Source: an optimization exercise on an open RTL-to-GDS flow (aim: small area and a short achievable clock period). Production flows keep margins and buffers that such runs may drop.
Only simulation tests tie the RTL to the original design; equivalence was not proved.
Power and IR drop assume default switching activity.

==> design.v <==
module lab4(Dout, Din, clk, reset);
output  [17:0]  Dout;
input   [7:0]   Din;
input           clk, reset;
reg [7:0] r0, r1, r2, r3, r4, r5, r6, r7, r8, r9, r10;
reg [16:0] s;
wire nrst;
invm u_nrst (.a(reset), .y(nrst));
wire [7:0] nDin;
invm u_nd0 (.a(Din[0]), .y(nDin[0]));
invm u_nd1 (.a(Din[1]), .y(nDin[1]));
invm u_nd2 (.a(Din[2]), .y(nDin[2]));
invm u_nd3 (.a(Din[3]), .y(nDin[3]));
invm u_nd4 (.a(Din[4]), .y(nDin[4]));
invm u_nd5 (.a(Din[5]), .y(nDin[5]));
invm u_nd6 (.a(Din[6]), .y(nDin[6]));
invm u_nd7 (.a(Din[7]), .y(nDin[7]));
wire pas1, pac2;
ha upas1 (.a(r1[0]), .b(r7[0]), .s(pas1), .co(pac2));
wire pas3, pac4;
fa upas3 (.a(r1[1]), .b(r7[1]), .c(pac2), .s(pas3), .co(pac4));
wire pas5, pac6;
fa upas5 (.a(r1[2]), .b(r7[2]), .c(pac4), .s(pas5), .co(pac6));
wire pas7, pac8;
fa upas7 (.a(r1[3]), .b(r7[3]), .c(pac6), .s(pas7), .co(pac8));
wire pas9, pac10;
fa upas9 (.a(r1[4]), .b(r7[4]), .c(pac8), .s(pas9), .co(pac10));
wire pas11, pac12;
fa upas11 (.a(r1[5]), .b(r7[5]), .c(pac10), .s(pas11), .co(pac12));
wire pas13, pac14;
fa upas13 (.a(r1[6]), .b(r7[6]), .c(pac12), .s(pas13), .co(pac14));
wire pas15, pac16;
fa upas15 (.a(r1[7]), .b(r7[7]), .c(pac14), .s(pas15), .co(pac16));
wire pbs17, pbc18;
xnor2m upbs17 (.a(r2[0]), .b(r6[0]), .y(pbs17));
or2m upbc18 (.a(r2[0]), .b(r6[0]), .y(pbc18));
wire pbs19, pbc20;
fa upbs19 (.a(r2[1]), .b(r6[1]), .c(pbc18), .s(pbs19), .co(pbc20));
wire pbs21, pbc22;
fa upbs21 (.a(r2[2]), .b(r6[2]), .c(pbc20), .s(pbs21), .co(pbc22));
wire pbs23, pbc24;
fa upbs23 (.a(r2[3]), .b(r6[3]), .c(pbc22), .s(pbs23), .co(pbc24));
wire pbs25, pbc26;
fa upbs25 (.a(r2[4]), .b(r6[4]), .c(pbc24), .s(pbs25), .co(pbc26));
wire pbs27, pbc28;
fa upbs27 (.a(r2[5]), .b(r6[5]), .c(pbc26), .s(pbs27), .co(pbc28));
wire pbs29, pbc30;
fa upbs29 (.a(r2[6]), .b(r6[6]), .c(pbc28), .s(pbs29), .co(pbc30));
wire pbs31, pbc32;
fa upbs31 (.a(r2[7]), .b(r6[7]), .c(pbc30), .s(pbs31), .co(pbc32));
wire pcs33, pcc34;
ha upcs33 (.a(r3[0]), .b(r5[0]), .s(pcs33), .co(pcc34));
wire pcs35, pcc36;
fa upcs35 (.a(r3[1]), .b(r5[1]), .c(pcc34), .s(pcs35), .co(pcc36));
wire pcs37, pcc38;
fa upcs37 (.a(r3[2]), .b(r5[2]), .c(pcc36), .s(pcs37), .co(pcc38));
wire pcs39, pcc40;
fa upcs39 (.a(r3[3]), .b(r5[3]), .c(pcc38), .s(pcs39), .co(pcc40));
wire pcs41, pcc42;
fa upcs41 (.a(r3[4]), .b(r5[4]), .c(pcc40), .s(pcs41), .co(pcc42));
wire pcs43, pcc44;
fa upcs43 (.a(r3[5]), .b(r5[5]), .c(pcc42), .s(pcs43), .co(pcc44));
wire pcs45, pcc46;
fa upcs45 (.a(r3[6]), .b(r5[6]), .c(pcc44), .s(pcs45), .co(pcc46));
wire pcs47, pcc48;
fa upcs47 (.a(r3[7]), .b(r5[7]), .c(pcc46), .s(pcs47), .co(pcc48));
wire n49 = ~pas1;
wire n50 = ~pas3;
wire n51 = ~pas5;
wire n52 = ~pas7;
wire n53 = ~pas9;
wire n54 = ~pas11;
wire n55 = ~pas13;
wire n56 = ~pas15;
wire n57 = ~pac16;
wire pgs58, pgc59;
ha upgs58 (.a(pbs17), .b(n49), .s(pgs58), .co(pgc59));
wire pgs60, pgc61;
fa upgs60 (.a(pgc59), .b(pbs19), .c(n50), .s(pgs60), .co(pgc61));
wire pgs62, pgc63;
fa upgs62 (.a(pbs21), .b(n51), .c(pgc61), .s(pgs62), .co(pgc63));
wire pgs64, pgc65;
fa upgs64 (.a(pbs23), .b(n52), .c(pgc63), .s(pgs64), .co(pgc65));
wire pgs66, pgc67;
fa upgs66 (.a(pbs25), .b(n53), .c(pgc65), .s(pgs66), .co(pgc67));
wire pgs68, pgc69;
fa upgs68 (.a(pbs27), .b(n54), .c(pgc67), .s(pgs68), .co(pgc69));
wire pgs70, pgc71;
fa upgs70 (.a(pbs29), .b(n55), .c(pgc69), .s(pgs70), .co(pgc71));
wire pgs72, pgc73;
fa upgs72 (.a(pbs31), .b(n56), .c(pgc71), .s(pgs72), .co(pgc73));
wire pgs74, pgc75;
fa upgs74 (.a(pbc32), .b(n57), .c(pgc73), .s(pgs74), .co(pgc75));
wire n76 = ~pcs33;
wire n77 = ~pcs35;
wire n78 = ~pcs37;
wire n79 = ~pcs39;
wire n80 = ~pcs41;
wire n81 = ~pcs43;
wire n82 = ~pcs45;
wire n83 = ~pcs47;
wire n84 = ~pcc48;
wire pfs85, pfc86;
xnor2m upfs85 (.a(r4[0]), .b(n76), .y(pfs85));
or2m upfc86 (.a(r4[0]), .b(n76), .y(pfc86));
wire pfs87, pfc88;
fa upfs87 (.a(r4[1]), .b(pfc86), .c(n77), .s(pfs87), .co(pfc88));
wire pfs89, pfc90;
fa upfs89 (.a(r4[2]), .b(n78), .c(pfc88), .s(pfs89), .co(pfc90));
wire pfs91, pfc92;
fa upfs91 (.a(r4[3]), .b(n79), .c(pfc90), .s(pfs91), .co(pfc92));
wire pfs93, pfc94;
fa upfs93 (.a(r4[4]), .b(n80), .c(pfc92), .s(pfs93), .co(pfc94));
wire pfs95, pfc96;
fa upfs95 (.a(r4[5]), .b(n81), .c(pfc94), .s(pfs95), .co(pfc96));
wire pfs97, pfc98;
fa upfs97 (.a(r4[6]), .b(n82), .c(pfc96), .s(pfs97), .co(pfc98));
wire pfs99, pfc100;
fa upfs99 (.a(r4[7]), .b(n83), .c(pfc98), .s(pfs99), .co(pfc100));
wire pfs101, pfc102;
ha upfs101 (.a(n84), .b(pfc100), .s(pfs101), .co(pfc102));
wire n103 = ~r10[0];
wire n104 = ~r10[1];
wire n105 = ~r10[2];
wire n106 = ~r10[3];
wire n107 = ~r10[4];
wire n108 = ~r10[5];
wire n109 = ~r10[6];
wire n110 = ~r10[7];
wire ts111, tc112;
fa uts111 (.a(r9[0]), .b(r10[0]), .c(pfs85), .s(ts111), .co(tc112));
wire ts113, tc114;
fa uts113 (.a(r9[1]), .b(r10[1]), .c(pas1), .s(ts113), .co(tc114));
wire ts115, tc116;
fa uts115 (.a(ts113), .b(tc112), .c(pfs87), .s(ts115), .co(tc116));
wire ts117, tc118;
fa uts117 (.a(r9[2]), .b(r10[2]), .c(pbs17), .s(ts117), .co(tc118));
wire ts119, tc120;
fa uts119 (.a(pcs33), .b(ts117), .c(tc114), .s(ts119), .co(tc120));
wire ts121, tc122;
fa uts121 (.a(pas3), .b(ts119), .c(pfs89), .s(ts121), .co(tc122));
wire ts123, tc124;
ha uts123 (.a(tc116), .b(Din[2]), .s(ts123), .co(tc124));
wire ts125, tc126;
xnor2m uts125 (.a(r4[0]), .b(r9[3]), .y(ts125));
or2m utc126 (.a(r4[0]), .b(r9[3]), .y(tc126));
wire ts127, tc128;
fa uts127 (.a(r10[3]), .b(n103), .c(ts125), .s(ts127), .co(tc128));
wire ts129, tc130;
fa uts129 (.a(tc118), .b(pbs19), .c(ts127), .s(ts129), .co(tc130));
wire ts131, tc132;
fa uts131 (.a(pcs35), .b(tc120), .c(pas5), .s(ts131), .co(tc132));
wire ts133, tc134;
fa uts133 (.a(ts129), .b(ts131), .c(pfs91), .s(ts133), .co(tc134));
wire ts135, tc136;
fa uts135 (.a(tc122), .b(Din[3]), .c(tc124), .s(ts135), .co(tc136));
wire ts137, tc138;
fa uts137 (.a(r4[1]), .b(r9[0]), .c(r9[4]), .s(ts137), .co(tc138));
wire ts139, tc140;
fa uts139 (.a(r10[4]), .b(n104), .c(tc126), .s(ts139), .co(tc140));
wire ts141, tc142;
fa uts141 (.a(ts137), .b(tc128), .c(ts139), .s(ts141), .co(tc142));
wire ts143, tc144;
fa uts143 (.a(pgs58), .b(pbs21), .c(tc130), .s(ts143), .co(tc144));
wire ts145, tc146;
fa uts145 (.a(pcs37), .b(ts141), .c(pas7), .s(ts145), .co(tc146));
wire ts147, tc148;
fa uts147 (.a(tc132), .b(ts143), .c(ts145), .s(ts147), .co(tc148));
wire ts149, tc150;
fa uts149 (.a(Din[0]), .b(Din[4]), .c(pfs93), .s(ts149), .co(tc150));
wire ts151, tc152;
fa uts151 (.a(tc134), .b(ts147), .c(tc136), .s(ts151), .co(tc152));
wire ts153, tc154;
xnor2m uts153 (.a(r4[2]), .b(r0[0]), .y(ts153));
or2m utc154 (.a(r4[2]), .b(r0[0]), .y(tc154));
wire ts155, tc156;
fa uts155 (.a(r8[0]), .b(r9[1]), .c(r9[5]), .s(ts155), .co(tc156));
wire ts157, tc158;
fa uts157 (.a(r10[5]), .b(n105), .c(ts153), .s(ts157), .co(tc158));
wire ts159, tc160;
fa uts159 (.a(tc138), .b(ts155), .c(tc140), .s(ts159), .co(tc160));
wire ts161, tc162;
fa uts161 (.a(pgs58), .b(ts157), .c(tc142), .s(ts161), .co(tc162));
wire ts163, tc164;
fa uts163 (.a(ts159), .b(pgs60), .c(pbs23), .s(ts163), .co(tc164));
wire ts165, tc166;
fa uts165 (.a(tc144), .b(pcs39), .c(ts161), .s(ts165), .co(tc166));
wire ts167, tc168;
fa uts167 (.a(pas9), .b(tc146), .c(ts163), .s(ts167), .co(tc168));
wire ts169, tc170;
fa uts169 (.a(ts165), .b(Din[1]), .c(Din[5]), .s(ts169), .co(tc170));
wire ts171, tc172;
fa uts171 (.a(tc148), .b(ts167), .c(ts169), .s(ts171), .co(tc172));
wire ts173, tc174;
fa uts173 (.a(pfs95), .b(tc150), .c(ts171), .s(ts173), .co(tc174));
wire ts175, tc176;
fa uts175 (.a(r4[3]), .b(r0[1]), .c(r8[1]), .s(ts175), .co(tc176));
wire ts177, tc178;
fa uts177 (.a(r9[2]), .b(r9[6]), .c(r10[6]), .s(ts177), .co(tc178));
wire ts179, tc180;
fa uts179 (.a(n106), .b(tc154), .c(tc156), .s(ts179), .co(tc180));
wire ts181, tc182;
fa uts181 (.a(ts175), .b(ts177), .c(pfs85), .s(ts181), .co(tc182));
wire ts183, tc184;
fa uts183 (.a(tc158), .b(ts179), .c(tc160), .s(ts183), .co(tc184));
wire ts185, tc186;
fa uts185 (.a(ts181), .b(pgs60), .c(tc162), .s(ts185), .co(tc186));
wire ts187, tc188;
fa uts187 (.a(ts183), .b(pgs62), .c(pbs25), .s(ts187), .co(tc188));
wire ts189, tc190;
fa uts189 (.a(tc164), .b(pcs41), .c(tc166), .s(ts189), .co(tc190));
wire ts191, tc192;
fa uts191 (.a(ts185), .b(Din[2]), .c(Din[6]), .s(ts191), .co(tc192));
wire ts193, tc194;
fa uts193 (.a(pas11), .b(tc168), .c(ts187), .s(ts193), .co(tc194));
wire ts195, tc196;
fa uts195 (.a(ts189), .b(tc170), .c(ts191), .s(ts195), .co(tc196));
wire ts197, tc198;
fa uts197 (.a(ts193), .b(tc172), .c(ts195), .s(ts197), .co(tc198));
wire ts199, tc200;
ha uts199 (.a(pfs97), .b(tc174), .s(ts199), .co(tc200));
wire ts201, tc202;
fa uts201 (.a(r4[4]), .b(r0[2]), .c(r8[2]), .s(ts201), .co(tc202));
wire ts203, tc204;
fa uts203 (.a(r9[3]), .b(r9[7]), .c(r10[7]), .s(ts203), .co(tc204));
wire ts205, tc206;
fa uts205 (.a(n107), .b(tc176), .c(tc178), .s(ts205), .co(tc206));
wire ts207, tc208;
fa uts207 (.a(ts201), .b(ts203), .c(tc180), .s(ts207), .co(tc208));
wire ts209, tc210;
fa uts209 (.a(ts205), .b(tc182), .c(pfs87), .s(ts209), .co(tc210));
wire ts211, tc212;
fa uts211 (.a(ts207), .b(tc184), .c(pgs62), .s(ts211), .co(tc212));
wire ts213, tc214;
fa uts213 (.a(ts209), .b(tc186), .c(pgs64), .s(ts213), .co(tc214));
wire ts215, tc216;
fa uts215 (.a(Din[3]), .b(Din[7]), .c(ts211), .s(ts215), .co(tc216));
wire ts217, tc218;
fa uts217 (.a(pbs27), .b(tc188), .c(pcs43), .s(ts217), .co(tc218));
wire ts219, tc220;
fa uts219 (.a(tc190), .b(tc192), .c(ts213), .s(ts219), .co(tc220));
wire ts221, tc222;
fa uts221 (.a(ts215), .b(pas13), .c(tc194), .s(ts221), .co(tc222));
wire ts223, tc224;
fa uts223 (.a(ts217), .b(tc196), .c(ts219), .s(ts223), .co(tc224));
wire ts225, tc226;
fa uts225 (.a(ts221), .b(tc198), .c(ts223), .s(ts225), .co(tc226));
wire ts227, tc228;
ha uts227 (.a(pfs99), .b(tc200), .s(ts227), .co(tc228));
wire ts229, tc230;
xnor2m uts229 (.a(r4[5]), .b(r0[3]), .y(ts229));
or2m utc230 (.a(r4[5]), .b(r0[3]), .y(tc230));
wire ts231, tc232;
fa uts231 (.a(r8[3]), .b(r9[4]), .c(n108), .s(ts231), .co(tc232));
wire ts233, tc234;
fa uts233 (.a(ts229), .b(tc202), .c(tc204), .s(ts233), .co(tc234));
wire ts235, tc236;
fa uts235 (.a(ts231), .b(tc206), .c(ts233), .s(ts235), .co(tc236));
wire ts237, tc238;
fa uts237 (.a(tc208), .b(ts235), .c(pfs89), .s(ts237), .co(tc238));
wire ts239, tc240;
fa uts239 (.a(tc210), .b(pgs64), .c(tc212), .s(ts239), .co(tc240));
wire ts241, tc242;
fa uts241 (.a(Din[4]), .b(ts237), .c(pgs66), .s(ts241), .co(tc242));
wire ts243, tc244;
fa uts243 (.a(tc214), .b(tc216), .c(ts239), .s(ts243), .co(tc244));
wire ts245, tc246;
fa uts245 (.a(pbs29), .b(pcs45), .c(tc218), .s(ts245), .co(tc246));
wire ts247, tc248;
fa uts247 (.a(tc220), .b(ts241), .c(ts243), .s(ts247), .co(tc248));
wire ts249, tc250;
fa uts249 (.a(pas15), .b(tc222), .c(ts245), .s(ts249), .co(tc250));
wire ts251, tc252;
fa uts251 (.a(tc224), .b(ts247), .c(ts249), .s(ts251), .co(tc252));
wire ts253, tc254;
fa uts253 (.a(pfs101), .b(tc226), .c(tc228), .s(ts253), .co(tc254));
wire ts255, tc256;
fa uts255 (.a(r4[6]), .b(r0[4]), .c(r8[4]), .s(ts255), .co(tc256));
wire ts257, tc258;
fa uts257 (.a(r9[5]), .b(n109), .c(tc230), .s(ts257), .co(tc258));
wire ts259, tc260;
fa uts259 (.a(tc232), .b(ts255), .c(ts257), .s(ts259), .co(tc260));
wire ts261, tc262;
fa uts261 (.a(tc234), .b(ts259), .c(tc236), .s(ts261), .co(tc262));
wire ts263, tc264;
fa uts263 (.a(ts261), .b(pfs91), .c(tc238), .s(ts263), .co(tc264));
wire ts265, tc266;
fa uts265 (.a(Din[5]), .b(pgs66), .c(tc240), .s(ts265), .co(tc266));
wire ts267, tc268;
fa uts267 (.a(ts263), .b(pgs68), .c(tc242), .s(ts267), .co(tc268));
wire ts269, tc270;
fa uts269 (.a(tc244), .b(ts265), .c(pac16), .s(ts269), .co(tc270));
wire ts271, tc272;
fa uts271 (.a(pbs31), .b(pcs47), .c(tc246), .s(ts271), .co(tc272));
wire ts273, tc274;
fa uts273 (.a(ts267), .b(tc248), .c(ts269), .s(ts273), .co(tc274));
wire ts275, tc276;
fa uts275 (.a(tc250), .b(ts271), .c(pfc102), .s(ts275), .co(tc276));
wire ts277, tc278;
fa uts277 (.a(ts273), .b(tc252), .c(ts275), .s(ts277), .co(tc278));
wire ts279, tc280;
fa uts279 (.a(r4[7]), .b(r0[5]), .c(r8[5]), .s(ts279), .co(tc280));
wire ts281, tc282;
fa uts281 (.a(r9[6]), .b(n110), .c(tc256), .s(ts281), .co(tc282));
wire ts283, tc284;
fa uts283 (.a(ts279), .b(tc258), .c(ts281), .s(ts283), .co(tc284));
wire ts285, tc286;
fa uts285 (.a(tc260), .b(ts283), .c(tc262), .s(ts285), .co(tc286));
wire ts287, tc288;
fa uts287 (.a(Din[6]), .b(ts285), .c(pfs93), .s(ts287), .co(tc288));
wire ts289, tc290;
fa uts289 (.a(tc264), .b(pgs68), .c(tc266), .s(ts289), .co(tc290));
wire ts291, tc292;
fa uts291 (.a(pbc32), .b(ts287), .c(pcc48), .s(ts291), .co(tc292));
wire ts293, tc294;
fa uts293 (.a(pgs70), .b(tc268), .c(ts289), .s(ts293), .co(tc294));
wire ts295, tc296;
fa uts295 (.a(tc270), .b(tc272), .c(ts291), .s(ts295), .co(tc296));
wire ts297, tc298;
fa uts297 (.a(ts293), .b(tc274), .c(ts295), .s(ts297), .co(tc298));
wire ts299, tc300;
ha uts299 (.a(tc276), .b(ts297), .s(ts299), .co(tc300));
wire ts301, tc302;
fa uts301 (.a(r0[6]), .b(r8[6]), .c(r9[7]), .s(ts301), .co(tc302));
wire ts303, tc304;
fa uts303 (.a(tc280), .b(ts301), .c(tc282), .s(ts303), .co(tc304));
wire ts305, tc306;
fa uts305 (.a(tc284), .b(ts303), .c(tc286), .s(ts305), .co(tc306));
wire ts307, tc308;
fa uts307 (.a(Din[7]), .b(ts305), .c(pfs95), .s(ts307), .co(tc308));
wire ts309, tc310;
fa uts309 (.a(tc288), .b(pgs70), .c(tc290), .s(ts309), .co(tc310));
wire ts311, tc312;
fa uts311 (.a(ts307), .b(tc292), .c(pgs72), .s(ts311), .co(tc312));
wire ts313, tc314;
fa uts313 (.a(tc294), .b(ts309), .c(tc296), .s(ts313), .co(tc314));
wire ts315, tc316;
fa uts315 (.a(ts311), .b(tc298), .c(ts313), .s(ts315), .co(tc316));
wire ts317, tc318;
xnor2m uts317 (.a(r0[7]), .b(r8[7]), .y(ts317));
or2m utc318 (.a(r0[7]), .b(r8[7]), .y(tc318));
wire ts319, tc320;
fa uts319 (.a(ts317), .b(tc302), .c(tc304), .s(ts319), .co(tc320));
wire ts321, tc322;
fa uts321 (.a(ts319), .b(tc306), .c(pfs97), .s(ts321), .co(tc322));
wire ts323, tc324;
fa uts323 (.a(tc308), .b(pgs72), .c(tc310), .s(ts323), .co(tc324));
wire ts325, tc326;
fa uts325 (.a(ts321), .b(pgs74), .c(tc312), .s(ts325), .co(tc326));
wire ts327, tc328;
fa uts327 (.a(ts323), .b(tc314), .c(ts325), .s(ts327), .co(tc328));
wire ts329, tc330;
xnor2m uts329 (.a(tc318), .b(tc320), .y(ts329));
or2m utc330 (.a(tc318), .b(tc320), .y(tc330));
wire ts331, tc332;
fa uts331 (.a(ts329), .b(pfs99), .c(tc322), .s(ts331), .co(tc332));
wire ts333, tc334;
fa uts333 (.a(pgc75), .b(pgs74), .c(tc324), .s(ts333), .co(tc334));
wire ts335, tc336;
fa uts335 (.a(ts331), .b(tc326), .c(ts333), .s(ts335), .co(tc336));
wire ts337, tc338;
xnor2m uts337 (.a(tc330), .b(pfs101), .y(ts337));
or2m utc338 (.a(tc330), .b(pfs101), .y(tc338));
wire ts339, tc340;
fa uts339 (.a(pgc75), .b(tc332), .c(ts337), .s(ts339), .co(tc340));
wire ts341, tc342;
ha uts341 (.a(tc334), .b(ts339), .s(ts341), .co(tc342));
wire ts343, tc344;
xnor2m uts343 (.a(pfc102), .b(tc338), .y(ts343));
or2m utc344 (.a(pfc102), .b(tc338), .y(tc344));
wire ts345, tc346;
ha uts345 (.a(ts343), .b(tc340), .s(ts345), .co(tc346));
wire ts347, tc348;
xnor2m uts347 (.a(tc344), .b(tc346), .y(ts347));
or2m utc348 (.a(tc344), .b(tc346), .y(tc348));
wire tls349, tlc350;
ha utls349 (.a(ts111), .b(Din[0]), .s(tls349), .co(tlc350));
wire tls351, tlc352;
fa utls351 (.a(ts115), .b(Din[1]), .c(tlc350), .s(tls351), .co(tlc352));
wire tls353, tlc354;
fa utls353 (.a(ts121), .b(ts123), .c(tlc352), .s(tls353), .co(tlc354));
wire tls355, tlc356;
fa utls355 (.a(ts133), .b(ts135), .c(tlc354), .s(tls355), .co(tlc356));
wire tls357, tlc358;
fa utls357 (.a(ts149), .b(ts151), .c(tlc356), .s(tls357), .co(tlc358));
wire tls359, tlc360;
fa utls359 (.a(tc152), .b(ts173), .c(tlc358), .s(tls359), .co(tlc360));
wire tls361, tlc362;
fa utls361 (.a(ts197), .b(ts199), .c(tlc360), .s(tls361), .co(tlc362));
wire tls363, tlc364;
fa utls363 (.a(ts225), .b(ts227), .c(tlc362), .s(tls363), .co(tlc364));
wire tls365, tlc366;
fa utls365 (.a(ts251), .b(ts253), .c(tlc364), .s(tls365), .co(tlc366));
wire b1as367, b1ac368;
ha ub1as367 (.a(tc254), .b(ts277), .s(b1as367), .co(b1ac368));
wire b1as369, b1ac370;
fa ub1as369 (.a(tc278), .b(ts299), .c(b1ac368), .s(b1as369), .co(b1ac370));
wire b1as371, b1ac372;
fa ub1as371 (.a(tc300), .b(ts315), .c(b1ac370), .s(b1as371), .co(b1ac372));
wire b1as373, b1ac374;
fa ub1as373 (.a(tc316), .b(ts327), .c(b1ac372), .s(b1as373), .co(b1ac374));
wire b1bs375, b1bc376;
xnor2m ub1bs375 (.a(tc254), .b(ts277), .y(b1bs375));
or2m ub1bc376 (.a(tc254), .b(ts277), .y(b1bc376));
wire b1bs377, b1bc378;
fa ub1bs377 (.a(tc278), .b(ts299), .c(b1bc376), .s(b1bs377), .co(b1bc378));
wire b1bs379, b1bc380;
fa ub1bs379 (.a(tc300), .b(ts315), .c(b1bc378), .s(b1bs379), .co(b1bc380));
wire b1bs381, b1bc382;
fa ub1bs381 (.a(tc316), .b(ts327), .c(b1bc380), .s(b1bs381), .co(b1bc382));
wire m383 = tlc366 ? b1bs375 : b1as367;
wire m384 = tlc366 ? b1bs377 : b1as369;
wire m385 = tlc366 ? b1bs379 : b1as371;
wire m386 = tlc366 ? b1bs381 : b1as373;
wire k387 = tlc366 ? b1bc382 : b1ac374;
wire b2as388, b2ac389;
ha ub2as388 (.a(tc328), .b(ts335), .s(b2as388), .co(b2ac389));
wire b2as390, b2ac391;
fa ub2as390 (.a(ts341), .b(tc336), .c(b2ac389), .s(b2as390), .co(b2ac391));
wire b2as392, b2ac393;
fa ub2as392 (.a(ts345), .b(tc342), .c(b2ac391), .s(b2as392), .co(b2ac393));
wire b2as394, b2ac395;
ha ub2as394 (.a(ts347), .b(b2ac393), .s(b2as394), .co(b2ac395));
wire b2bs396, b2bc397;
xnor2m ub2bs396 (.a(tc328), .b(ts335), .y(b2bs396));
or2m ub2bc397 (.a(tc328), .b(ts335), .y(b2bc397));
wire b2bs398, b2bc399;
fa ub2bs398 (.a(ts341), .b(tc336), .c(b2bc397), .s(b2bs398), .co(b2bc399));
wire b2bs400, b2bc401;
fa ub2bs400 (.a(ts345), .b(tc342), .c(b2bc399), .s(b2bs400), .co(b2bc401));
wire b2bs402, b2bc403;
ha ub2bs402 (.a(ts347), .b(b2bc401), .s(b2bs402), .co(b2bc403));
wire m404 = k387 ? b2bs396 : b2as388;
wire m405 = k387 ? b2bs398 : b2as390;
wire m406 = k387 ? b2bs400 : b2as392;
wire m407 = k387 ? b2bs402 : b2as394;
wire [16:0] s_next = {m407, m406, m405, m404, m386, m385, m384, m383, tls365, tls363, tls361, tls359, tls357, tls355, tls353, tls351, tls349};
always @(posedge clk) begin
    if (!reset) begin
        s  <= 17'd130817;
    end else begin
        s  <= s_next;
    end
    r0 <= ~(nDin | {8{nrst}});
    r1 <= ~(r0 & {8{reset}});
    r2 <= ~(r1 | {8{nrst}});
    r3 <= ~(r2 & {8{reset}});
    r4 <= ~(r3 | {8{nrst}});
    r5 <= ~(r4 & {8{reset}});
    r6 <= ~(r5 | {8{nrst}});
    r7 <= ~(r6 & {8{reset}});
    r8 <= ~(r7 | {8{nrst}});
    r9 <= r8 & {8{reset}};
    r10 <= ~(r9 & {8{reset}});
end
wire os408, oc409;
ha uos408 (.a(s[3]), .b(Din[0]), .s(os408), .co(oc409));
wire os410, oc411;
fa uos410 (.a(s[4]), .b(Din[1]), .c(nDin[4]), .s(os410), .co(oc411));
wire os412, oc413;
fa uos412 (.a(s[5]), .b(Din[2]), .c(nDin[5]), .s(os412), .co(oc413));
wire os414, oc415;
fa uos414 (.a(s[6]), .b(Din[3]), .c(nDin[6]), .s(os414), .co(oc415));
wire os416, oc417;
fa uos416 (.a(s[7]), .b(Din[4]), .c(nDin[7]), .s(os416), .co(oc417));
wire os418, oc419;
ha uos418 (.a(s[8]), .b(Din[5]), .s(os418), .co(oc419));
wire os420, oc421;
ha uos420 (.a(s[9]), .b(Din[6]), .s(os420), .co(oc421));
wire os422, oc423;
ha uos422 (.a(s[10]), .b(Din[7]), .s(os422), .co(oc423));
wire [11:0] lo = {oc423, oc421, oc419, oc417, oc415, oc413, oc411, oc409, nDin[3], s[2], s[1], s[0]} + {1'b0, os422, os420, os418, os416, os414, os412, os410, os408, nDin[2], nDin[1], nDin[0]};
wire [5:0] ones = {&s[15:11], &s[14:11], &s[13:11], &s[12:11], s[11], 1'b1};
assign Dout = {1'b0, s[16:11] ^ (ones & {6{lo[11]}}), lo[10:0]};
endmodule
module fa(a, b, c, s, co);
input a, b, c;
output s, co;
assign s = a ^ b ^ c;
assign co = (a & b) | (c & (a ^ b));
endmodule
module xnor2m(a, b, y);
input a, b;
output y;
assign y = ~(a ^ b);
endmodule
module or2m(a, b, y);
input a, b;
output y;
assign y = a | b;
endmodule
module invm(a, y);
input a;
output y;
assign y = ~a;
endmodule
module ha(a, b, s, co);
input a, b;
output s, co;
assign s = a ^ b;
assign co = a & b;
endmodule
==> flow/run.sh <==
#!/bin/bash
# The standard layout (standard.sh) with two changes to the resizer's
# settings: the port buffers are plain buffers (BUF) instead of the delay-cell
# footprint-mates buffer_ports picks by default, and repair_timing aims for a
# setup slack margin of MARGIN ns.
set -euo pipefail
MARGIN=5
BUF=sky130_fd_sc_hd__buf_2
export BUFFER_PORTS_ARGS="-buffer_cell $BUF"
sed -e "s/\"\${@:-finish}\"/SETUP_SLACK_MARGIN=$MARGIN \"\${@:-finish}\"/" standard.sh > standard_margin.sh
grep -q "SETUP_SLACK_MARGIN=$MARGIN" standard_margin.sh
bash standard_margin.sh > standard.log 2>&1
==> standard.sh <==
#!/bin/bash
# synth_recipe.tcl (not shown) runs the flow's synth.tcl, then flattens the netlist and writes it again
# the make line also repeats each setting of config.mk as NAME=value (left out here)
make -C /OpenROAD-flow-scripts/flow DESIGN_CONFIG=/design/flow/config.mk WORK_HOME=/design/flow/orfs CLKGATE_MAP_FILE= SYNTH_SCRIPT=/design/flow/synth_recipe.tcl "${@:-finish}"
==> config.mk <==
export PLATFORM = sky130hd
export DESIGN_NAME = lab4
export DESIGN_NICKNAME = lab4
export VERILOG_FILES = /design/flow/design.v
export SDC_FILE = /design/flow/constraint.sdc
export NUM_CORES = 4
export LEC_CHECK = 0
export CAP_MARGIN = 20
export CORE_MARGIN = 2
export CORE_UTILIZATION = 40
export CTS_BUF_LIST = sky130_fd_sc_hd__clkbuf_8
export CTS_CLUSTER_DIAMETER = 150
export CTS_CLUSTER_SIZE = 35
export SLEW_MARGIN = 20
export SYNTH_HIERARCHICAL = 1
export SYNTH_MINIMUM_KEEP_SIZE = 0
==> constraint.sdc <==
create_clock -name core_clock -period 13.0 [get_ports {clk}]
set_input_delay 2.6000 -clock core_clock [delete_from_list [all_inputs] [get_ports {clk}]]
set_output_delay 2.6000 -clock core_clock [all_outputs]
set_load 0.01 [all_outputs]
==> reports/metrics.csv, run 1 <==
stage,metric,value,unit
outcome,status,"complete, no violations",
critical_path,CP max-delay cell,fa_1,
pwr,Sw Ratio,41.22,%
grt,initial antenna violation count,0,
floorplan,site row count,48,
layout,synth-to-layout area growth,7.947,%
critical_path,"most used cell, CP",buf_2,
detailed_routing,DRT iter0 DRCs,161,
pwr,Max VDD drop,0.1723,mV
grt,Total GRT Usage,16.24,%
sta,period utilization,59.68,%
critical_path,CP Cell Sequence,buf_2 > inv_1 > fa_1 > ha_1 > a21o_2 > a211oi_2 > nor2_2 > a211oi_4 > nand3_1 > xnor2_1 > buf_2,
critical_path,type of origin of the critical path,primary input,
yosys,Syn Nets,759,
detailed_routing,Vias per Instance,4.794,
yosys,synthesized flop and latch total,105,
yosys,syn_area_per_cell,12.85,um2
yosys,Post-synth top flop,dfxtp_1,
yosys,Cells after Synth,555,
critical_path,worst stage delay on the critical path,0.44,ns
critical_path,worst reg2reg path depth,20,
sta,Worst Skew,0.01172,ns
pwr,P_leak,3.440,nW
detailed_routing,Total Wirelength,13.74,mm
grt,total gr overflow,0,
clocking,setup bufs post-CTS,0,
clocking,H-Tree Level Count,3,
yosys,top cell type's share of synthesized area,46.04,%
critical_path,crit path kind,primary input to output pin,
sta,Worst-Margin Slew,0.6675,ns
detailed_routing,Avg WL per Cell,16.95,um
sta,Pins Over Slew Limit,0,
sta,hold violation total from the final report,0,
layout,# nets final,785,
critical_path,CP Depth,11,
layout,Fillers,1611,
floorplan,Initial Util,41.09,%
yosys,largest cells by area after synthesis,"fa_1 (46%), dfxtp_1 (29%), ha_1 (5.3%)",
min_path,worst hold path startpoint,r6[7],
sta,f_max,0.1289,GHz
layout,Non-Filler Instances,811,
clocking,Num CTS Buffers,9,
critical_path,R2R Path Start,r3[0],
pwr,Seq pwr share,22.5,%
yosys,post-synthesis sequential area ratio,29.47,%
detailed_routing,First-pass DRT Iterations,4,
placement,dpl hpwl,11.76,mm
placement,Cells after DPL,795,
floorplan,top-level I/O count,28,
placement,number of port buffers,26,
floorplan,core area,17360,um2
yosys,"area leader, netlist",fa_1,
floorplan,Die Area,18910,um2
critical_path,Reg2Reg Setup Slack,5.45,ns
yosys,"Cell Area, Synth",7132,um2
detailed_routing,DRT antenna net count,0,
clocking,CTS Hold Buffers Added,0,
critical_path,Top Family by Delay on Critical Path,compound AO/OA/AOI/OAI gates,
pwr,switching pwr,0.6759,mW
pwr,Power Dens Cells,213.0,nW/um2
flow_run,max cap viols,0,
yosys,"count leader, synth",fa_1,
layout,share of cells above drive strength 1,8.532,%
pwr,clock network power share,12.5,%
clocking,CTS tree,built,
layout,# diodes,0,
clocking,PostCTS Resize Cnt,0,
grt,first-pass GRT wire length,22.35,mm
yosys,YS warnings,7,
floorplan,Die W,137.5,um
grt,vias in the first global route,4401,
yosys,Synth cell types,40,
pwr,Internal Pwr Total,0.9641,mW
critical_path,CP arrival,5.16,ns
sta,worst setup margin,5.242,ns
sta,RSZ-0062 raised after global routing,no,
critical_path,crit path max fanout,6,
sta,setup TNS,0,ns
critical_path,terminus of the critical flop-to-flop path,s[14],
placement,GPL Wtd Cong,0.8382,
sta,Setup-failing EPs final,0,
critical_path,Setup crit end kind,output pin,
critical_path,Critical Path Start,Din[4],
placement,DP Worst Slack,5.219,ns
grt,pin count of the biggest net entering global routing,67,
detailed_routing,detailed-route DRC error count,0,
critical_path,crit path to,Dout[15],
detailed_routing,Vias,3888,
min_path,HP Class,flop to flop,
clocking,clk latency of the worst-skew pair,0.39,ns
clocking,"CTS clk-pin slew, worst paths",0.10,ns
floorplan,Die Y,137.5,um
yosys,synth cell count leaders,"fa_1 (164), dfxtp_1 (105), nand2_1 (52), nor2_1 (44), inv_1 (42)",
clocking,Root Driver,clkbuf_8,
yosys,number of synthesized flops with an enable pin,0,
critical_path,required time worst endpoint,10.40,ns
pwr,Combinational Power Share,65.0,%
sta,fin crit period,7.758,ns
yosys,fraction of registers with async set/reset,0,%
clocking,largest buffer count on any clock path,2,
clocking,CTS Sinks,105,
sta,Max-Slew Margin vs Limit,55.50,%
critical_path,Worst Path Buf+Inv,3,
[state kept, by name (all words and copies together) (netlist names)]
name  flops
r7        8
r3        8
r8        8
r6        8
r5        8
s        17
r9        8
r10       8
r4        8
r2        8
r1        8
r0        8
[worst register-to-register path, cell delays in order, from the launching register on]
cell and delay [ns]:
dfxtp_1 0.33, ha_1 0.21, fa_1 0.41, fa_1 0.40, fa_1 0.39, fa_1 0.60, inv_1 0.09, fa_1 0.41
fa_1 0.39, fa_1 0.39, fa_1 0.38, ha_1 0.26, fa_1 0.53, fa_1 0.46, or2_1 0.26, fa_1 0.39
fa_1 0.40, fa_1 0.36, mux2i_1 0.46, mux2i_1 0.25, nand2_1 0.06
[placed cells by master, fill, tap and decap left out, types with 2 or more instances in the layout]
master,Yosys,final
mux2i_1,9,9
nor2_1,44,44
and2_1,16,16
clkbuf_8,0,9
nand3_1,4,4
xnor2_1,23,23
or2_2,2,2
nor2b_1,2,2
a21oi_1,6,6
buf_2,0,26
a211o_1,2,2
a21o_2,2,2
fa_1,164,164
xor2_1,3,3
nand4_1,2,2
or2_1,11,11
buf_4,1,2
nand2_1,52,52
inv_6,0,3
ha_1,30,30
dfxtp_1,105,105
nand2b_1,4,4
inv_1,42,44
[power groups by stage]
| stage | combinational [mW] | clock (mW) | sequential [mW] |
|---|---|---|---|
| after detailed placement | 1.09 | 0 | 0.376 |
| after global placement | 1.05 | 0 | 0.376 |
| after global routing | 1.21 | 0.225 | 0.373 |
| after CTS | 1.10 | 0.213 | 0.369 |
| final | 1.07 | 0.205 | 0.369 |
| after floorplan | 0.847 | 0 | 0.373 |
[modules after synthesis (local to each module, per instance)]
| module | cells | times used | area (um2) |
|---|---|---|---|
| lab4 | 341 | 1 | 3423 |
| xnor2m | 1 | 12 | 8.758 |
| or2m | 1 | 11 | 6.256 |
| ha | 1 | 19 | 12.51 |
| fa | 1 | 163 | 20.02 |
| invm | 1 | 9 | 3.754 |
[layout make-up]
cell class / instances / area [um2] / area share (%)
clock inverter: 7 / 68.82 / 0.8939
sequential: 105 / 2102 / 27.30
tap: 225 / 281.5 / 3.657
timing repair buffer: 28 / 145.1 / 1.885
inverter: 42 / 157.7 / 2.048
clock buffer: 9 / 123.9 / 1.609
multi-input combinational: 395 / 4820 / 62.60
[per-layer routing]
layer / global-route usage, % / wire [um]
met3: 3.532 / 492
met2: 27.31 / 7012
met1: 21.17 / 6051
met5: 0 / 0
met4: 4.811 / 187
[how the worst min path moves through the flow]
stage | end | cells after the start
global placement | r3[7] | 1
detailed placement | r7[0] | 1
global route | r7[3] | 1
CTS | r7[0] | 1
floorplan | r1[0] | 1
finish | r7[7] | 1
[through the flow]
| stage | hold slack, ns | power, mW | utilization, % | cell area (um2) |
|---|---|---|---|---|
| floorplan | 0.3871 | 1.220 | - | 7132 |
| global placement | 0.3981 | 1.423 | 43.25 | 7506 |
| detailed placement | 0.3974 | 1.469 | 43.25 | 7506 |
| CTS | 0.4202 | 1.678 | 44.36 | 7699 |
| global route | 0.4386 | 1.812 | 44.36 | 7699 |
| finish | 0.4169 | 1.640 | 44.36 | 7699 |
[logic make-up (layout without fill, tap and decap cells)]
| group | after synthesis | after routing | synth area share (%) |
|---|---|---|---|
| DFF | 105 | 105 | 29.47 |
| muxes | 9 | 9 | 1.263 |
| AOI/OAI and AO/OA | 22 | 22 | 2.562 |
| buffers and inverters | 55 | 86 | 2.947 |
| other | 1 | 1 | 0.05258 |
| and+or+nand+nor | 143 | 143 | 9.211 |
| xor gates and xnor gates | 26 | 26 | 3.193 |
| adders and majority gates | 194 | 194 | 51.30 |
==> run 2, diff against run 1 <==
--- a/flow/run.sh
+++ b/flow/run.sh
@@ -5,7 +5,7 @@
 # setup slack margin of MARGIN ns.
 set -euo pipefail
 MARGIN=5
-BUF=sky130_fd_sc_hd__buf_2
+BUF=sky130_fd_sc_hd__buf_1
 export BUFFER_PORTS_ARGS="-buffer_cell $BUF"
 sed -e "s/\"\${@:-finish}\"/SETUP_SLACK_MARGIN=$MARGIN \"\${@:-finish}\"/" standard.sh > standard_margin.sh
 grep -q "SETUP_SLACK_MARGIN=$MARGIN" standard_margin.sh
--- a/config.mk
+++ b/config.mk
@@ -9,8 +9,6 @@
 export CORE_MARGIN = 2
 export CORE_UTILIZATION = 40
 export CTS_BUF_LIST = sky130_fd_sc_hd__clkbuf_8
-export CTS_CLUSTER_DIAMETER = 150
-export CTS_CLUSTER_SIZE = 35
 export SLEW_MARGIN = 20
 export SYNTH_HIERARCHICAL = 1
 export SYNTH_MINIMUM_KEEP_SIZE = 0
==> run 2 against run 1 <==
Against the previous run: clock-buffer cell count unchanged; critical path depth increased by 1; design area increased by 0.11%; first-iteration DRC count increased by 5.6%; routed wire length decreased by 0.52%; area after synthesis unchanged; largest cell class unchanged.
==> reports/metrics.csv, run 2 <==
stage,metric,value,unit,change
layout,Largest register FFs,17,,unchanged
sta,Max-Slew Margin vs Limit,55.58,%,was 55.50%
placement,number of port buffers,26,,unchanged
yosys,Syn Nets,759,,unchanged
yosys,synthesized flop and latch total,105,,unchanged
yosys,post-synthesis mux area share,1.263,%,unchanged
critical_path,crit path max fanout,6,,unchanged
floorplan,Initial Util,41.09,%,unchanged
pwr,clock network power share,13.6,%,was 12.5%
detailed_routing,routed length on met1,6.177,mm,was 6.051 mm
yosys,number of synthesized flops with an enable pin,0,,unchanged
sta,fin crit period,7.784,ns,was 7.758 ns
sta,Setup-failing EPs final,0,,unchanged
outcome,status,"complete, no violations",,unchanged
grt,vias in the first global route,4453,,was 4401
yosys,simple logic cell fraction of the synthesized area,9.211,%,unchanged
yosys,Synth cell types,40,,unchanged
floorplan,site row count,48,,unchanged
pwr,switching pwr,0.6848,mW,was 0.6759 mW
detailed_routing,DR WL met3,347,um,was 492 um
floorplan,core area,17360,um2,unchanged
sta,hold violation total from the final report,0,,unchanged
clocking,H-Tree Level Count,3,,unchanged
sta,Worst-Margin Slew,0.6662,ns,was 0.6675 ns
yosys,"Cell Area, Synth",7132,um2,unchanged
detailed_routing,detailed-route DRC error count,0,,unchanged
detailed_routing,Avg WL per Cell,16.84,um,was 16.95 um
detailed_routing,Total Wirelength,13.67,mm,was 13.74 mm
yosys,"count leader, synth",fa_1,,unchanged
layout,share of cells above drive strength 1,4.940,%,was 8.532%
placement,Cells after DPL,795,,unchanged
grt,initial antenna violation count,0,,unchanged
yosys,largest cells by area after synthesis,"fa_1 (46%), dfxtp_1 (29%), ha_1 (5.3%)",,unchanged
sta,Pins Over Slew Limit,0,,unchanged
placement,dpl hpwl,11.69,mm,was 11.76 mm
clocking,clk latency of the worst-skew pair,0.39,ns,about the same
critical_path,type of origin of the critical path,primary input,,unchanged
floorplan,Die Y,137.5,um,unchanged
layout,# nets final,787,,was 785
yosys,Compound-Gate Fraction of Synth Area,2.561,%,unchanged
pwr,Power Dens Cells,215.4,nW/um2,was 213.0 nW/um2
detailed_routing,DRT antenna net count,0,,unchanged
clocking,Num CTS Buffers,9,,unchanged
yosys,largest family of logic cells by synthesized area,adder cells,,unchanged
layout,# diodes,0,,unchanged
floorplan,Die Area,18910,um2,unchanged
clocking,Root Driver,clkbuf_8,,unchanged
yosys,synth cell count leaders,"fa_1 (164), dfxtp_1 (105), nand2_1 (52), nor2_1 (44), inv_1 (42)",,unchanged
layout,Util after Layout,44.41,%,was 44.36%
yosys,post-synthesis sequential area ratio,29.47,%,unchanged
pwr,Internal Pwr Total,0.9750,mW,was 0.9641 mW
grt,first-pass GRT wire length,22.61,mm,was 22.35 mm
yosys,adder-cell share of the synthesized area,51.30,%,unchanged
clocking,"CTS clk-pin slew, worst paths",0.10,ns,about the same
yosys,YS warnings,7,,unchanged
yosys,fraction of registers with async set/reset,0,%,unchanged
yosys,Post-synth top flop,dfxtp_1,,unchanged
sta,setup TNS,0,ns,unchanged
layout,"commonest non-fill, non-tap cell in the layout",fa_1,,unchanged
detailed_routing,max layer used,met4,,unchanged
sta,f_max,0.1285,GHz,was 0.1289 GHz
pwr,P_leak,3.393,nW,was 3.440 nW
yosys,top cell type's share of synthesized area,46.04,%,unchanged
min_path,HP Class,flop to flop,,unchanged
layout,Fillers,1603,,was 1611
sta,Worst Skew,0.01611,ns,was 0.01172 ns
clocking,CTS Sinks,105,,unchanged
floorplan,top-level I/O count,28,,unchanged
clocking,CTS Hold Buffers Added,0,,unchanged
clocking,CTS tree,built,,unchanged
flow_run,max cap viols,0,,unchanged
sta,RSZ-0062 raised after global routing,no,,unchanged
pwr,Sw Ratio,41.26,%,was 41.22%
layout,"commonest cells after routing, fill and taps aside","fa_1 (164), dfxtp_1 (105), nand2_1 (52), nor2_1 (44), inv_1 (43)",,"was fa_1 (164), dfxtp_1 (105), nand2_1 (52), inv_1 (44), nor2_1 (44)"
yosys,"area leader, netlist",fa_1,,unchanged
critical_path,CP arrival,5.18,ns,was 5.16 ns
critical_path,required time worst endpoint,10.40,ns,about the same
critical_path,Reg2Reg Setup Slack,5.40,ns,was 5.45 ns
yosys,syn_area_per_cell,12.85,um2,unchanged
floorplan,Die W,137.5,um,unchanged
detailed_routing,Vias per Instance,4.756,,was 4.794
clocking,largest buffer count on any clock path,2,,unchanged
detailed_routing,First-pass DRT Iterations,4,,unchanged
pwr,Seq pwr share,22.3,%,was 22.5%
detailed_routing,Vias,3862,,was 3888
grt,total gr overflow,0,,unchanged
placement,GPL Wtd Cong,0.8526,,was 0.8382
yosys,Cells after Synth,555,,unchanged
pwr,Combinational Power Share,64.1,%,was 65.0%
layout,"Most flops, register",s,,unchanged
layout,synth-to-layout area growth,8.070,%,was 7.947%
critical_path,crit path kind,primary input to output pin,,unchanged
detailed_routing,met2 wire length,6.913,mm,was 7.012 mm
detailed_routing,DRT iter0 DRCs,170,,was 161
pwr,Max VDD drop,0.1622,mV,was 0.1723 mV
sta,period utilization,59.88,%,was 59.68%
grt,Total GRT Usage,16.50,%,was 16.24%
yosys,Synth Area in XOR/XNOR,3.193,%,unchanged
layout,Non-Filler Instances,812,,was 811
grt,pin count of the biggest net entering global routing,67,,unchanged
critical_path,Setup crit end kind,output pin,,unchanged
run 2: cell types whose count changed in the layout (fill, tap and decap cells not counted):
cell	delta
bufinv_16	+1
inv_1	-1
clkbuf_2	+3
buf_4	+2
clkinv_2	-1
inv_8	+1
buf_2	-26
inv_6	-2
clkinvlp_4	+1
buf_1	+23
run 2: path summary, 6_finish.rpt:
check,cells after the start,from,end
max,12,Din[5],Dout[11]
min,1,r7[0],r8[0]
max reg2reg,20,r3[0],s[16]
min reg2reg,1,r7[0],r8[0]
run 2: routing by layer:
| layer | global-route usage (%) | up-vias |
|---|---|---|
| met5 | 0 | - |
| met4 | 6.128 | 0 |
| li1 | - | 1766 |
| met2 | 27.78 | 53 |
| met1 | 21.80 | 2029 |
| met3 | 2.318 | 14 |
run 2: per-module statistics from Yosys, one instance, submodules excluded:
module,flip-flops and latches,cells
xnor2m,0,1
ha,0,1
fa,0,1
or2m,0,1
lab4,105,341
invm,0,1
run 2: cell families after synthesis:
logic type      count (synthesis)
fa+ha+maj                     194
simple gates                  143
flops                         105
buf+inv                        55
xor+xnor                       26
compound gates                 22
mux                             9
other cells                     1
run 2: power by group through the flow:
stage	Sequential (mW)	Clock (mW)	Combinational, mW
2_1_floorplan	0.373	0	0.847
5_1_grt	0.373	0.248	1.23
3_3_place_gp	0.376	0	1.03
4_1_cts	0.369	0.234	1.08
6_report	0.369	0.226	1.06
3_5_place_dp	0.376	0	1.08
run 2: repair_timing:
item,4_1_cts,5_1_grt
setup endpoints to repair,0,6
endpoints found under the hold margin,0,0
buffers inserted,0,2
resized for setup,0,2
run 2: layout make-up:
type                    count  area, um2  area share (%)
clock inverters             6      91.34           1.185
multi-input cells         395       4820           62.53
inverters                  42      157.7           2.045
well taps                 225      281.5           3.653
repair buffers             30      131.4           1.705
clock buffers               9      123.9           1.607
flip-flops and latches    105       2102           27.27
run 2: worst max-delay path, stage by stage:
cell and delay (ns):
buf_1 0.31, inv_1 0.14, fa_1 0.45, ha_1 0.38, o21a_1 0.14, nor2_1 0.05
o2111a_1 0.29, a211oi_4 0.20, buf_4 0.19, buf_4 0.12, xor2_1 0.14, buf_1 0.17
run 2: through the flow:
step	hold WS (ns)	worst slack [ns]	cell area, um2	total power, mW
6_report	0.4172	5.216	7707	1.660
5_1_grt	0.4443	5.021	7707	1.854
4_1_cts	0.4210	5.016	7690	1.684
3_5_place_dp	0.3994	5.020	7475	1.454
3_3_place_gp	0.3969	5.071	7475	1.410
2_1_floorplan	0.3871	5.768	7132	1.220
==> run 3, diff against run 2 <==
--- a/flow/run.sh
+++ b/flow/run.sh
@@ -5,7 +5,7 @@
 # setup slack margin of MARGIN ns.
 set -euo pipefail
 MARGIN=5
-BUF=sky130_fd_sc_hd__buf_1
+BUF=sky130_fd_sc_hd__buf_2
 export BUFFER_PORTS_ARGS="-buffer_cell $BUF"
 sed -e "s/\"\${@:-finish}\"/SETUP_SLACK_MARGIN=$MARGIN \"\${@:-finish}\"/" standard.sh > standard_margin.sh
 grep -q "SETUP_SLACK_MARGIN=$MARGIN" standard_margin.sh
--- a/config.mk
+++ b/config.mk
@@ -7,7 +7,7 @@
 export LEC_CHECK = 0
 export CAP_MARGIN = 20
 export CORE_MARGIN = 2
-export CORE_UTILIZATION = 40
+export CORE_UTILIZATION = 60
 export CTS_BUF_LIST = sky130_fd_sc_hd__clkbuf_8
 export SLEW_MARGIN = 20
 export SYNTH_HIERARCHICAL = 1
==> run 3 against run 2 <==
Against the previous run: first-iteration DRC count up 2.9%; hold slack lost 0.00068 ns; design area fell by 1.1%; utilization grew 22 points; routed wire length decreased by 4.0%; worst setup slack improved by 0.040 ns; clock-buffer cell count rose by 2; still clean on timing, DRC and antenna; sequential power about the same.
==> reports/metrics.csv, run 3 <==
stage,metric,value,unit,change
layout,"commonest cells after routing, fill and taps aside","fa_1 (164), dfxtp_1 (105), nand2_1 (52), nor2_1 (44), inv_1 (42)",,"was fa_1 (164), dfxtp_1 (105), nand2_1 (52), nor2_1 (44), inv_1 (43)"
sta,period utilization,59.57,%,was 59.88%
grt,first-pass GRT wire length,22.41,mm,was 22.61 mm
critical_path,Setup crit end kind,output pin,,unchanged
yosys,Post-synth top flop,dfxtp_1,,unchanged
clocking,CTS Hold Buffers Added,0,,unchanged
sta,worst setup margin,5.256,ns,was 5.216 ns
sta,Worst-Margin Slew,0.6708,ns,was 0.6662 ns
yosys,fraction of registers with async set/reset,0,%,unchanged
floorplan,core area,11520,um2,was 17360 um2
yosys,largest cells by area after synthesis,"fa_1 (46%), dfxtp_1 (29%), ha_1 (5.3%)",,unchanged
pwr,Max VDD drop,0.1719,mV,was 0.1622 mV
floorplan,site row count,39,,was 48
critical_path,CP max-delay cell,ha_1,,was fa_1
critical_path,terminus of the critical flop-to-flop path,s[15],,was s[16]
layout,share of cells above drive strength 1,8.874,%,was 4.940%
clocking,largest buffer count on any clock path,2,,unchanged
sta,hold violation total from the final report,0,,unchanged
critical_path,CP Cell Sequence,buf_2 > inv_1 > fa_1 > ha_1 > a21oi_1 > nand4b_1 > o2111ai_1 > a211oi_4 > nand4_2 > xnor2_1 > buf_2,,was buf_1 > inv_1 > fa_1 > ha_1 > o21a_1 > nor2_1 > o2111a_1 > a211oi_4 > buf_4 > buf_4 > xor2_1 > buf_1
detailed_routing,met2 wire length,6.858,mm,was 6.913 mm
clocking,H-Tree Level Count,3,,unchanged
placement,placed inst area,7403,um2,was 7475 um2
layout,# nets final,785,,was 787
critical_path,worst stage delay on the critical path,0.41,ns,was 0.45 ns
clocking,PostCTS Resize Cnt,0,,unchanged
pwr,Seq pwr share,22.5,%,was 22.3%
grt,total gr overflow,0,,unchanged
floorplan,Die W,113.0,um,was 137.5 um
yosys,post-synthesis sequential area ratio,29.47,%,unchanged
yosys,synthesized flop and latch total,105,,unchanged
critical_path,CP arrival,5.14,ns,was 5.18 ns
layout,synth-to-layout area growth,6.877,%,was 8.070%
grt,pin count of the biggest net entering global routing,67,,unchanged
placement,DP Worst Slack,5.287,ns,was 5.020 ns
sta,fin crit period,7.744,ns,was 7.784 ns
yosys,YS warnings,7,,unchanged
pwr,Sw Ratio,40.65,%,was 41.26%
layout,# diodes,0,,unchanged
critical_path,CP Depth,11,,was 12
critical_path,worst reg2reg path depth,20,,unchanged
detailed_routing,max layer used,met4,,unchanged
yosys,Syn Nets,759,,unchanged
critical_path,Top Family by Delay on Critical Path,compound AO/OA/AOI/OAI gates,,was buffers and inverters
placement,number of port buffers,26,,unchanged
min_path,worst hold path startpoint,r5[0],,was r7[0]
clocking,CTS tree,built,,unchanged
pwr,Power Dens Cells,214.1,nW/um2,was 215.4 nW/um2
layout,"commonest non-fill, non-tap cell in the layout",fa_1,,unchanged
pwr,Internal Pwr Total,0.9686,mW,was 0.9750 mW
yosys,"count leader, synth",fa_1,,unchanged
sta,f_max,0.1291,GHz,was 0.1285 GHz
detailed_routing,DRT antenna net count,0,,unchanged
sta,Pins Over Slew Limit,0,,unchanged
grt,initial antenna violation count,0,,unchanged
yosys,"area leader, netlist",fa_1,,unchanged
detailed_routing,First-pass DRT Iterations,15,,was 4
critical_path,type of origin of the critical path,primary input,,unchanged
yosys,number of synthesized flops with an enable pin,0,,unchanged
yosys,Synth cell types,40,,unchanged
floorplan,top-level I/O count,28,,unchanged
critical_path,required time worst endpoint,10.40,ns,about the same
detailed_routing,Vias,3852,,was 3862
yosys,synth cell count leaders,"fa_1 (164), dfxtp_1 (105), nand2_1 (52), nor2_1 (44), inv_1 (42)",,unchanged
sta,Worst Skew,0.01665,ns,was 0.01611 ns
yosys,syn_area_per_cell,12.85,um2,unchanged
clocking,setup bufs post-CTS,0,,unchanged
floorplan,Die Y,113.0,um,was 137.5 um
flow_run,max cap viols,0,,unchanged
layout,design area,7622,um2,was 7707 um2
yosys,top cell type's share of synthesized area,46.04,%,unchanged
critical_path,Worst Path Buf+Inv,3,,was 5
pwr,clock network power share,13.6,%,about the same
floorplan,Initial Util,61.93,%,was 41.09%
pwr,switching pwr,0.6635,mW,was 0.6848 mW
layout,"Most flops, register",s,,unchanged
clocking,clk latency of the worst-skew pair,0.39,ns,about the same
min_path,HP Class,flop to flop,,unchanged
pwr,P_leak,3.445,nW,was 3.393 nW
clocking,Root Driver,clkbuf_8,,unchanged
placement,dpl hpwl,11.14,mm,was 11.69 mm
floorplan,Die Area,12770,um2,was 18910 um2
critical_path,Critical Path Start,Din[7],,was Din[5]
detailed_routing,detailed-route DRC error count,0,,unchanged
sta,RSZ-0062 raised after global routing,no,,unchanged
critical_path,crit path kind,primary input to output pin,,unchanged
outcome,status,"complete, no violations",,unchanged
critical_path,"most used cell, CP",buf_2,,
detailed_routing,DRT iter0 DRCs,175,,was 170
clocking,"CTS clk-pin slew, worst paths",0.10,ns,about the same
detailed_routing,routed length on met1,5.481,mm,was 6.177 mm
yosys,"Cell Area, Synth",7132,um2,unchanged
clocking,Num CTS Buffers,9,,unchanged
critical_path,crit path max fanout,7,,was 6
grt,Total GRT Usage,23.64,%,was 16.50%
placement,GPL Wtd Cong,0.8475,,was 0.8526
critical_path,R2R Path Start,r3[0],,unchanged
detailed_routing,Avg WL per Cell,18.00,um,was 16.84 um
detailed_routing,DR WL met3,658,um,was 347 um
layout,Largest register FFs,17,,unchanged
critical_path,crit path to,Dout[16],,was Dout[11]
layout,Util after Layout,66.19,%,was 44.41%
yosys,Cells after Synth,555,,unchanged
layout,Fillers,883,,was 1603
sta,setup TNS,0,ns,unchanged
detailed_routing,Total Wirelength,13.12,mm,was 13.67 mm
sta,Max-Slew Margin vs Limit,55.28,%,was 55.58%
sta,Setup-failing EPs final,0,,unchanged
clocking,CTS Sinks,105,,unchanged
critical_path,Reg2Reg Setup Slack,5.52,ns,was 5.40 ns
grt,vias in the first global route,4313,,was 4453
pwr,Combinational Power Share,63.8,%,was 64.1%
detailed_routing,Vias per Instance,5.284,,was 4.756
[run 3: power groups by stage]
stage | combinational (mW) | clock (mW) | sequential [mW]
detailed placement | 1.06 | 0 | 0.376
CTS | 1.07 | 0.229 | 0.368
global route | 1.23 | 0.241 | 0.371
global placement | 1.04 | 0 | 0.376
floorplan | 0.847 | 0 | 0.373
finish | 1.04 | 0.222 | 0.368
[run 3: layout make-up]
type	instances	area, um2	share of cell area, %
multi-input cells	395	4820	63.23
repair buffers	28	145.1	1.904
inverters	42	157.7	2.068
clock inverters	5	67.56	0.8864
well taps	143	178.9	2.347
clock buffers	11	151.4	1.986
flip-flops and latches	105	2102	27.58
[run 3: how the worst min path moves through the flow]
| stage | endpoint | slack [ns] | cells past startpoint |
|---|---|---|---|
| 2_1_floorplan | r1[0] | 0.39 | 1 |
| 3_3_place_gp | r3[7] | 0.40 | 1 |
| 3_5_place_dp | r7[3] | 0.40 | 1 |
| 4_1_cts | r6[0] | 0.42 | 1 |
| 5_1_grt | r7[1] | 0.44 | 1 |
| 6_report | r6[0] | 0.42 | 1 |
[run 3: worst register-to-register path, cell delays in order (launching register included)]
cell	delay (ns)
dfxtp_1	0.34
ha_1	0.21
fa_1	0.38
fa_1	0.58
inv_1	0.09
fa_1	0.41
fa_1	0.40
fa_1	0.40
fa_1	0.39
fa_1	0.39
fa_1	0.38
ha_1	0.26
fa_1	0.52
fa_1	0.46
or2_1	0.26
fa_1	0.38
fa_1	0.39
fa_1	0.37
mux2i_1	0.44
mux2i_1	0.25
nand2_1	0.07
[run 3: metal layers]
metal,up-vias,track usage (%)
met1,2002,32.27
met3,12,5.570
li1,1766,-
met4,0,4.797
met2,72,39.56
met5,-,0
[run 3: per-module statistics from Yosys (local to each module, per instance)]
module	flops+latches	area, um2	cells inside	times used
lab4	105	3423	341	1
invm	0	3.754	1	9
ha	0	12.51	1	19
fa	0	20.02	1	163
or2m	0	6.256	1	11
xnor2m	0	8.758	1	12
[run 3: logic make-up after synthesis]
group / share of synthesized area [%]
other: 0.05258
buffers and inverters: 2.947
DFF: 29.47
muxes: 1.263
AOI/OAI and AO/OA: 2.562
adders and majority gates: 51.30
and+or+nand+nor: 9.211
xor gates and xnor gates: 3.193
[run 3: metrics by stage]
stage	total power, mW	instances	hold WS (ns)
2_1_floorplan	1.220	555	0.3871
3_3_place_gp	1.416	713	0.3985
3_5_place_dp	1.439	713	0.3996
5_1_grt	1.847	729	0.4381
4_1_cts	1.668	729	0.4180
6_report	1.632	729	0.4166
==> run 4, diff against run 3 <==
--- a/config.mk
+++ b/config.mk
@@ -7,7 +7,7 @@
 export LEC_CHECK = 0
 export CAP_MARGIN = 20
 export CORE_MARGIN = 2
-export CORE_UTILIZATION = 60
+export CORE_UTILIZATION = 40
 export CTS_BUF_LIST = sky130_fd_sc_hd__clkbuf_8
 export SLEW_MARGIN = 20
 export SYNTH_HIERARCHICAL = 1
==> run 4 against run 3 <==
Against the previous run: design area is 1.0% higher; maximum frequency decreased by 0.19%; power up 0.48%; register-to-register slack lost 0.07 ns; non-clock buffer count is the same; routed wire length up 4.7%; worst setup slack lost 0.015 ns; critical path type unchanged.
==> reports/metrics.csv, run 4 <==
stage,metric,value,unit,change
sta,setup TNS,0,ns,unchanged
placement,dpl hpwl,11.76,mm,was 11.14 mm
floorplan,core area,17360,um2,was 11520 um2
layout,# nets final,785,,unchanged
floorplan,site row count,48,,was 39
yosys,syn_area_per_cell,12.85,um2,unchanged
layout,"Most flops, register",s,,unchanged
clocking,PostCTS Resize Cnt,0,,unchanged
clocking,"CTS clk-pin slew, worst paths",0.10,ns,about the same
grt,Total GRT Usage,16.24,%,was 23.64%
yosys,post-synthesis mux area share,1.263,%,unchanged
layout,"commonest cells after routing, fill and taps aside","fa_1 (164), dfxtp_1 (105), nand2_1 (52), inv_1 (44), nor2_1 (44)",,"was fa_1 (164), dfxtp_1 (105), nand2_1 (52), nor2_1 (44), inv_1 (42)"
yosys,YS warnings,7,,unchanged
layout,share of cells above drive strength 1,8.532,%,was 8.874%
critical_path,crit path kind,primary input to output pin,,unchanged
pwr,Tot Pwr,1.640,mW,was 1.632 mW
yosys,largest cells by area after synthesis,"fa_1 (46%), dfxtp_1 (29%), ha_1 (5.3%)",,unchanged
clocking,CTS tree,built,,unchanged
yosys,simple logic cell fraction of the synthesized area,9.211,%,unchanged
layout,Largest register FFs,17,,unchanged
floorplan,Die Area,18910,um2,was 12770 um2
sta,fin crit period,7.758,ns,was 7.744 ns
floorplan,top-level I/O count,28,,unchanged
yosys,"area leader, netlist",fa_1,,unchanged
clocking,Num CTS Buffers,9,,unchanged
yosys,"Cell Area, Synth",7132,um2,unchanged
placement,GPL Wtd Cong,0.8382,,was 0.8475
critical_path,CP arrival,5.16,ns,was 5.14 ns
clocking,clk latency of the worst-skew pair,0.39,ns,about the same
sta,period utilization,59.68,%,was 59.57%
layout,synth-to-layout area growth,7.947,%,was 6.877%
grt,total gr overflow,0,,unchanged
flow_run,max cap viols,0,,unchanged
clocking,setup bufs post-CTS,0,,unchanged
yosys,Synth cell types,40,,unchanged
sta,Worst-Margin Slew,0.6675,ns,was 0.6708 ns
clocking,CTS Sinks,105,,unchanged
clocking,H-Tree Level Count,3,,unchanged
floorplan,Die W,137.5,um,was 113.0 um
pwr,P_leak,3.440,nW,was 3.445 nW
detailed_routing,DRT iter0 DRCs,161,,was 175
pwr,Max VDD drop,0.1723,mV,was 0.1719 mV
yosys,fraction of registers with async set/reset,0,%,unchanged
grt,first-pass GRT wire length,22.35,mm,was 22.41 mm
grt,pin count of the biggest net entering global routing,67,,unchanged
sta,Pins Over Slew Limit,0,,unchanged
yosys,"count leader, synth",fa_1,,unchanged
yosys,largest family of logic cells by synthesized area,adder cells,,unchanged
yosys,number of synthesized flops with an enable pin,0,,unchanged
detailed_routing,Total Wirelength,13.74,mm,was 13.12 mm
critical_path,type of origin of the critical path,primary input,,unchanged
detailed_routing,Vias,3888,,was 3852
sta,Worst Skew,0.01172,ns,was 0.01665 ns
yosys,post-synthesis sequential area ratio,29.47,%,unchanged
sta,Max-Slew Margin vs Limit,55.50,%,was 55.28%
yosys,Cells after Synth,555,,unchanged
clocking,CTS Hold Buffers Added,0,,unchanged
yosys,synthesized flop and latch total,105,,unchanged
yosys,Post-synth top flop,dfxtp_1,,unchanged
yosys,Synth Area in XOR/XNOR,3.193,%,unchanged
yosys,Syn Nets,759,,unchanged
critical_path,crit path max fanout,6,,was 7
yosys,synth cell count leaders,"fa_1 (164), dfxtp_1 (105), nand2_1 (52), nor2_1 (44), inv_1 (42)",,unchanged
clocking,largest buffer count on any clock path,2,,unchanged
yosys,top cell type's share of synthesized area,46.04,%,unchanged
detailed_routing,First-pass DRT Iterations,4,,was 15
sta,RSZ-0062 raised after global routing,no,,unchanged
floorplan,Die Y,137.5,um,was 113.0 um
outcome,status,"complete, no violations",,unchanged
critical_path,required time worst endpoint,10.40,ns,about the same
min_path,HP Class,flop to flop,,unchanged
yosys,adder-cell share of the synthesized area,51.30,%,unchanged
grt,initial antenna violation count,0,,unchanged
yosys,Compound-Gate Fraction of Synth Area,2.561,%,unchanged
sta,hold violation total from the final report,0,,unchanged
detailed_routing,Avg WL per Cell,16.95,um,was 18.00 um
grt,vias in the first global route,4401,,was 4313
placement,number of port buffers,26,,unchanged
layout,"commonest non-fill, non-tap cell in the layout",fa_1,,unchanged
floorplan,Initial Util,41.09,%,was 61.93%
sta,Setup-failing EPs final,0,,unchanged
layout,# diodes,0,,unchanged
detailed_routing,detailed-route DRC error count,0,,unchanged
pwr,Power Dens Cells,213.0,nW/um2,was 214.1 nW/um2
sta,f_max,0.1289,GHz,was 0.1291 GHz
detailed_routing,Vias per Instance,4.794,,was 5.284
clocking,Root Driver,clkbuf_8,,unchanged
critical_path,Setup crit end kind,output pin,,unchanged
detailed_routing,DRT antenna net count,0,,unchanged
## run 4: cell counts after synthesis
No cell type changed its count.
## run 4: logic make-up after synthesis
family,count (synthesis)
fa+ha+maj,194
simple gates,143
flops,105
buf+inv,55
xor+xnor,26
compound gates,22
mux,9
other cells,1
## run 4: worst paths after layout
path | end | from | cells after the start | slack [ns]
min reg2reg | r7[7] | r6[7] | 1 | 0.42
max | Dout[15] | Din[4] | 11 | 5.24
max reg2reg | s[14] | r3[0] | 20 | 5.45
min | r7[7] | r6[7] | 1 | 0.42
## run 4: cell type report
cell class | count | area, um2
clock buffers | 9 | 123.9
clock inverters | 7 | 68.82
fillers | 1611 | 9658
inverters | 42 | 157.7
multi-input cells | 395 | 4820
flip-flops and latches | 105 | 2102
well taps | 225 | 281.5
repair buffers | 28 | 145.1
## run 4: per-stage QoR
stage	util (%)	instances	setup WS, ns	cell area (um2)	hold slack [ns]
2_1_floorplan	-	555	5.768	7132	0.3871
3_3_place_gp	43.25	795	5.285	7506	0.3981
3_5_place_dp	43.25	795	5.219	7506	0.3974
4_1_cts	44.36	811	5.203	7699	0.4202
5_1_grt	44.36	811	5.033	7699	0.4386
6_report	44.36	811	5.242	7699	0.4169
## run 4: layer usage
metal	up-vias	part of all wire (%)	GRT usage, %	wire length (um)
met3	13	3.6	3.532	492
met2	50	51	27.31	7012
met5	-	0	0	0
met1	2059	44	21.17	6051
met4	0	1.4	4.811	187
li1	1766	-	-	-
## run 4: report_power, final
| group | total [mW] | switching [mW] | leakage (nW) | internal (mW) |
|---|---|---|---|---|
| Combinational | 1.07 | 0.545 | 2.48 | 0.521 |
| Clock | 0.205 | 0.116 | 0.107 | 0.0896 |
| Sequential | 0.369 | 0.0154 | 0.857 | 0.353 |
| Total | 1.64 | 0.676 | 3.44 | 0.964 |
## run 4: worst max-delay path, stage by stage
cell	delay, ns
buf_2	0.18
inv_1	0.09
fa_1	0.44
ha_1	0.36
a21o_2	0.23
a211oi_2	0.26
nor2_2	0.11
a211oi_4	0.42
nand3_1	0.16
xnor2_1	0.15
buf_2	0.15
## run 4: Yosys stat by module (local to each module, per instance)
module | flip-flops and latches | times used | area (um2)
xnor2m | 0 | 12 | 8.758
invm | 0 | 9 | 3.754
or2m | 0 | 11 | 6.256
lab4 | 105 | 1 | 3423
fa | 0 | 163 | 20.02
ha | 0 | 19 | 12.51

static timing again, ports no longer ideal:
In the flow no input, the clock included, has a driving cell. The finished layouts below were timed again as built, in two steps. Step 1 sets driving cells, clkbuf_16 on the clock port and buf_2 on the other inputs (assumed; they add their load-dependent delay and slew). Step 2 times the ports against the registers' clock, not the clock port: input delays grow and output delays shrink by t, the midpoint of the rising clock arrivals with the driver on. Three values: no drivers, after step 1, after step 2; two values: the first two.
run	t, ns	setup WS [ns]	cell pins on the clock port's net
run 1	0.416	5.242 / 5.210 / 5.210	1
run 2	0.425	5.216 / 5.190 / 5.190	1
run 3	0.412	5.256 / 5.236 / 5.236	1
run 4	0.416	5.242 / 5.210 / 5.210	1
After both steps every run listed still meets setup and hold.
